This is an optimization exercise on Yosys and OpenROAD, whose aim is small area and a short achievable clock period, not a production implementation.
Only simulation tests tie the RTL to the original design; equivalence was not proved.

==> trial 33 <==
Design RISCV_Top, start of the top module:
module RISCV_Top(
    input clk,
    input rst,
    output [31:0] imem_addr,
    input  [31:0] imem_rdata,
    output [31:0] dmem_addr,
    output [31:0] dmem_wdata,
    output dmem_we,
    input  [31:0] dmem_rdata,
    output [31:0] ResultW
);
export LEC_CHECK = 0
export ABC_AREA = 1
export CAP_MARGIN = 20
export CORE_MARGIN = 2
export CORE_UTILIZATION = 40
export SLEW_MARGIN = 20
create_clock -name core_clock -period 250.0 [get_ports {clk}]
standard.sh (not shown) runs the stock make flow with config.mk's settings and CLKGATE_MAP_FILE= SYNTH_SCRIPT=/design/flow/synth_recipe.tcl, a recipe that flattens the netlist after the stock synthesis.
==> flow/flow/run.sh <==
#!/bin/bash
set -euo pipefail
bash standard.sh SETUP_SLACK_MARGIN=197 finish > standard_make.log 2>&1
==> trial 12 (differences from trial 33) <==
--- a/flow/design.v
+++ b/flow/design.v
@@ -992,17 +992,19 @@
     reg         subE, addsubE, mulE, divE, remE, xorE, orE, andE, sltuE, sllE, srlE;
     reg  [4:0]  RDE;
     reg  [31:0] RD1E, BopE, RD2E, PCTargetE_r;
     reg         fAM, fAW, fBM, fBW, fSM, fSW;
     reg         RegWriteM, MemWriteM, ResultSrcM;
     reg  [4:0]  RDM;
     reg  [31:0] ALUResultM, WriteDataM;
+    reg  [31:0] ALUResultMi;    
     reg         RegWriteW;
     reg  [4:0]  RDW;
     reg  [31:0] ResultW_r;
+    reg  [31:0] ResultWi;       
     wire mA = RegWriteE & (RDE != 5'd0) & (RDE == rs1D);
     wire wA = RegWriteM & (RDM != 5'd0) & (RDM == rs1D);
     wire mB = RegWriteE & (RDE != 5'd0) & (RDE == rs2D);
     wire wB = RegWriteM & (RDM != 5'd0) & (RDM == rs2D);
     always @(posedge clk or posedge rst) begin
         if (rst) begin
             RegWriteE <= 1'b0; MemWriteE <= 1'b0; ResultSrcE <= 1'b0;
@@ -1022,17 +1024,17 @@
         RDE <= rdD;
         RD1E <= RD1D; BopE <= BopD; RD2E <= RD2D;
         PCTargetE_r <= PCD + immB;
         fAM <= mA; fAW <= ~mA & wA;
         fBM <= ~ALUSrcD & mB; fBW <= ~ALUSrcD & ~mB & wB;
         fSM <= mB; fSW <= ~mB & wB;
     end
-    wire [31:0] SrcA  = fAM ? ALUResultM : fAW ? ResultW_r : RD1E;
-    wire [31:0] SrcB  = fBM ? ALUResultM : fBW ? ResultW_r : BopE;
-    wire [31:0] WData = fSM ? ALUResultM : fSW ? ResultW_r : RD2E;
+    wire [31:0] SrcA  = fAM ? ALUResultMi : fAW ? ResultWi : RD1E;
+    wire [31:0] SrcB  = fBM ? ALUResultMi : fBW ? ResultWi : BopE;
+    wire [31:0] WData = fSM ? ALUResultMi : fSW ? ResultWi : RD2E;
     wire [31:0] Div, Rem;
     Division DIV (.A(SrcA), .B(SrcB), .Div(Div), .Rem(Rem));
     wire [31:0] sum;
     wire        cout;
     assign {cout, sum} = {1'b0, SrcA} + {1'b0, subE ? ~SrcB : SrcB} + {32'd0, subE};
     wire [31:0] prod;
     Mul MUL (.A(SrcA), .B(SrcB), .P(prod));
@@ -1071,32 +1073,36 @@
             ALUResultM <= 32'd0;
         end else begin
             RegWriteM <= RegWriteE; MemWriteM <= MemWriteE; ResultSrcM <= ResultSrcE;
             ALUResultM <= ALUResultE;
         end
     end
     always @(posedge clk) begin
+        ALUResultMi <= ALUResultE;
         RDM <= RDE;
         WriteDataM <= WData;
     end
     always @(posedge clk or posedge rst) begin
         if (rst) begin
             RegWriteW <= 1'b0;
             ResultW_r <= 32'd0;
         end else begin
             RegWriteW <= RegWriteM;
             ResultW_r <= ResultSrcM ? dmem_rdata : ALUResultM;
         end
     end
-    always @(posedge clk) RDW <= RDM;
+    always @(posedge clk) begin
+        RDW <= RDM;
+        ResultWi <= ResultSrcM ? dmem_rdata : ALUResultMi;
+    end
     assign dmem_addr  = ALUResultM;
     assign dmem_wdata = WriteDataM;
     assign dmem_we    = MemWriteM;
     assign ResultW    = ResultW_r;
     always @(posedge clk or posedge rst) begin
         if (rst) valid <= 31'd0;
         else if (RegWriteW && RDW != 5'd0) valid[RDW] <= 1'b1;
     end
     always @(posedge clk) begin
-        if (RegWriteW && RDW != 5'd0) regs[RDW] <= ResultW_r;
+        if (RegWriteW && RDW != 5'd0) regs[RDW] <= ResultWi;
     end
 endmodule
==> flow/run.sh (new file) <==
#!/bin/bash
# synth_recipe.tcl (not shown) runs the flow's synth.tcl, then flattens the netlist and writes it again
# the make line also repeats each setting of config.mk as NAME=value (left out here)
make -C /OpenROAD-flow-scripts/flow DESIGN_CONFIG=/design/flow/config.mk WORK_HOME=/design/flow/orfs CLKGATE_MAP_FILE= SYNTH_SCRIPT=/design/flow/synth_recipe.tcl finish
Settings changed: CTS_BUF_LIST set to sky130_fd_sc_hd__clkbuf_4 sky130_fd_sc_hd__clkbuf_8.
removed: flow/flow/run.sh
removed: flow/standard.sh
==> build 37 (differences from trial 33) <==
--- a/flow/design.v
+++ b/flow/design.v
@@ -1,11 +1,12 @@
 `timescale 1ns / 1ps
 module Division(
     input  [31:0] A, B,
-    output [31:0] Div, Rem
+    input         IsDiv,
+    output [31:0] Y
 );
     wire [31:0] ua = A[31] ? -A : A;
     wire [31:0] ub = B[31] ? -B : B;
     wire [33:0] b3 = {2'b00, ub} + {1'b0, ub, 1'b0};
     wire [31:0] quo;
     wire [31:0] rr [0:16];
     assign rr[0] = 32'd0;
@@ -41,17 +42,19 @@
             if (j == 15) begin : r15
                 assign rr[16] = rn;
             end else begin : rj
                 assign rr[j+1] = {{(32-W){1'b0}}, rn};
             end
         end
     endgenerate
-    wire bz = ~|B;
-    assign Div = bz ? 32'hFFFFFFFF : ((A[31] ^ B[31]) ? -quo : quo);
-    assign Rem = A[31] ? -rr[16] : rr[16];
+    wire        bz  = ~|B;
+    wire [31:0] mag = IsDiv ? quo : rr[16];
+    wire        neg = A[31] ^ (IsDiv & B[31]);
+    wire [31:0] sgd = neg ? -mag : mag;
+    assign Y = (IsDiv & bz) ? 32'hFFFFFFFF : sgd;
 endmodule
 `timescale 1ns / 1ps
 module Mul(
     input  [31:0] A, B,
     output [31:0] P
 );
     wire one0 = B[0] ^ 1'b0;
@@ -992,17 +995,19 @@
     reg         subE, addsubE, mulE, divE, remE, xorE, orE, andE, sltuE, sllE, srlE;
     reg  [4:0]  RDE;
     reg  [31:0] RD1E, BopE, RD2E, PCTargetE_r;
     reg         fAM, fAW, fBM, fBW, fSM, fSW;
     reg         RegWriteM, MemWriteM, ResultSrcM;
     reg  [4:0]  RDM;
     reg  [31:0] ALUResultM, WriteDataM;
+    reg  [31:0] ALUResultMi;    
     reg         RegWriteW;
     reg  [4:0]  RDW;
     reg  [31:0] ResultW_r;
+    reg  [31:0] ResultWi;       
     wire mA = RegWriteE & (RDE != 5'd0) & (RDE == rs1D);
     wire wA = RegWriteM & (RDM != 5'd0) & (RDM == rs1D);
     wire mB = RegWriteE & (RDE != 5'd0) & (RDE == rs2D);
     wire wB = RegWriteM & (RDM != 5'd0) & (RDM == rs2D);
     always @(posedge clk or posedge rst) begin
         if (rst) begin
             RegWriteE <= 1'b0; MemWriteE <= 1'b0; ResultSrcE <= 1'b0;
@@ -1022,19 +1027,19 @@
         RDE <= rdD;
         RD1E <= RD1D; BopE <= BopD; RD2E <= RD2D;
         PCTargetE_r <= PCD + immB;
         fAM <= mA; fAW <= ~mA & wA;
         fBM <= ~ALUSrcD & mB; fBW <= ~ALUSrcD & ~mB & wB;
         fSM <= mB; fSW <= ~mB & wB;
     end
-    wire [31:0] SrcA  = fAM ? ALUResultM : fAW ? ResultW_r : RD1E;
-    wire [31:0] SrcB  = fBM ? ALUResultM : fBW ? ResultW_r : BopE;
-    wire [31:0] WData = fSM ? ALUResultM : fSW ? ResultW_r : RD2E;
-    wire [31:0] Div, Rem;
-    Division DIV (.A(SrcA), .B(SrcB), .Div(Div), .Rem(Rem));
+    wire [31:0] SrcA  = fAM ? ALUResultMi : fAW ? ResultWi : RD1E;
+    wire [31:0] SrcB  = fBM ? ALUResultMi : fBW ? ResultWi : BopE;
+    wire [31:0] WData = fSM ? ALUResultMi : fSW ? ResultWi : RD2E;
+    wire [31:0] DivRem;
+    Division DIV (.A(SrcA), .B(SrcB), .IsDiv(divE), .Y(DivRem));
     wire [31:0] sum;
     wire        cout;
     assign {cout, sum} = {1'b0, SrcA} + {1'b0, subE ? ~SrcB : SrcB} + {32'd0, subE};
     wire [31:0] prod;
     Mul MUL (.A(SrcA), .B(SrcB), .P(prod));
     wire        big = |SrcB[31:5];
     wire [31:0] SrcAr;
@@ -1051,16 +1056,15 @@
         for (gi = 0; gi < 32; gi = gi + 1) begin : rev_s
             assign shl[gi] = shr[31-gi];
         end
     endgenerate
     wire [31:0] ALUResultE =
           ({32{addsubE}} & sum)
         | ({32{mulE}}    & prod)
-        | ({32{divE}}    & Div)
-        | ({32{remE}}    & Rem)
+        | ({32{divE | remE}} & DivRem)
         | ({32{xorE}}    & (SrcA ^ SrcB))
         | ({32{orE}}     & (SrcA | SrcB))
         | ({32{andE}}    & (SrcA & SrcB))
         | ({32{sltuE}}   & {31'd0, ~cout})
         | ({32{sllE & ~big}} & shl)
         | ({32{srlE & ~big}} & shr);
     assign PCSrcE    = BranchE & ~|sum;
@@ -1071,32 +1075,36 @@
             ALUResultM <= 32'd0;
         end else begin
             RegWriteM <= RegWriteE; MemWriteM <= MemWriteE; ResultSrcM <= ResultSrcE;
             ALUResultM <= ALUResultE;
         end
     end
     always @(posedge clk) begin
+        ALUResultMi <= ALUResultE;
         RDM <= RDE;
         WriteDataM <= WData;
     end
     always @(posedge clk or posedge rst) begin
         if (rst) begin
             RegWriteW <= 1'b0;
             ResultW_r <= 32'd0;
         end else begin
             RegWriteW <= RegWriteM;
             ResultW_r <= ResultSrcM ? dmem_rdata : ALUResultM;
         end
     end
-    always @(posedge clk) RDW <= RDM;
+    always @(posedge clk) begin
+        RDW <= RDM;
+        ResultWi <= ResultSrcM ? dmem_rdata : ALUResultMi;
+    end
     assign dmem_addr  = ALUResultM;
     assign dmem_wdata = WriteDataM;
     assign dmem_we    = MemWriteM;
     assign ResultW    = ResultW_r;
     always @(posedge clk or posedge rst) begin
         if (rst) valid <= 31'd0;
         else if (RegWriteW && RDW != 5'd0) valid[RDW] <= 1'b1;
     end
     always @(posedge clk) begin
-        if (RegWriteW && RDW != 5'd0) regs[RDW] <= ResultW_r;
+        if (RegWriteW && RDW != 5'd0) regs[RDW] <= ResultWi;
     end
 endmodule
==> flow/flow/run.sh (replaced) <==
#!/bin/bash
set -euo pipefail
bash standard.sh SETUP_SLACK_MARGIN=198 SKIP_PIN_SWAP=1 SKIP_GATE_CLONING=1 finish > standard_make.log 2>&1
Settings changed: CTS_BUF_LIST set to sky130_fd_sc_hd__clkbuf_4 sky130_fd_sc_hd__clkbuf_8.
==> run notes <==
quantity	trial 33	trial 12	build 37
Clock insertion delay at the later pin of the skew report	0.85 ns	1.05 ns	1.05 ns
Largest clock skew in the final design	0.104 ns	0.169 ns	0.173 ns
Max Fclk	19.0 MHz	14.4 MHz	19.2 MHz
Total of fill cells in the finished design	30600	31400	31100
Die height	560 um	564 um	564 um
Vias per cell	6.00	5.93	5.89
Antenna fix cells	24	34	28
Run status	complete, no violations	complete, no violations	complete, no violations
Number of standard cells in the final layout excluding fillers	20400	20700	20800
Total met3 wirelength after detailed routing	55.7 mm	52.0 mm	52.3 mm
Post-synthesis share of cell area spent on and, or, nand and nor gates	17.4%	17.5%	18.2%
Gr usage total	33.6%	34.0%	32.8%
Worst setup path category	register to output pin	register to register	register to output pin
Largest net degree at the start of global routing	163	187	161
Average routed wire per standard cell	27.4 um	27.2 um	26.2 um
Setup fix buffers added after clock tree synthesis	64	0	82
Flop2flop setup slack	199.88 ns	180.63 ns	200.86 ns
Count of plain and timing-repair buffers in the layout	833	541	807
Area taken by multi-input logic gates	0.0797 mm2	0.0767 mm2	0.0795 mm2
Total clock buffers created by CTS	151	229	234
Fin worst setup slack	197.50 ns	180.63 ns	198.02 ns

-- static timing again, ports no longer ideal --
No port has a modelled driver above. Below, the same layouts with a new extraction and two added sets of constraints. Step 1 sets driving cells, clkbuf_16 on the clock port and buf_2 on the other inputs (assumed; they add their load-dependent delay and slew). Step 2 times the ports against the registers' clock, not the clock port: input delays grow and output delays shrink by t, the midpoint of the rising clock arrivals with the driver on. Slacks: ideal ports / drivers / drivers and shift; pairs: ideal ports / drivers.
run | t, ns | setup WS [ns] | hold slack, ns | worst setup path after step 2 | slew at the worst register clock pin (ns)
trial 33 | 0.883 | 197.498 / 197.414 / 197.025 | 0.340 / 0.340 / 0.340 | input, reset recovery | 0.09 / 0.09
trial 12 | 1.052 | 180.625 / 180.625 / 180.625 | 0.358 / 0.358 / 0.358 | register to register | 0.08 / 0.08
build 37 | 1.024 | 198.022 / 197.962 / 197.863 | 0.349 / 0.349 / 0.349 | input, reset recovery | 0.08 / 0.08
After both steps every run listed still meets setup and hold. For trial 33, which loses most, drivers alone change the setup slack by -0.084 ns; drivers and shift together by -0.473 ns. The worst setup slack also covers recovery checks on asynchronous resets.
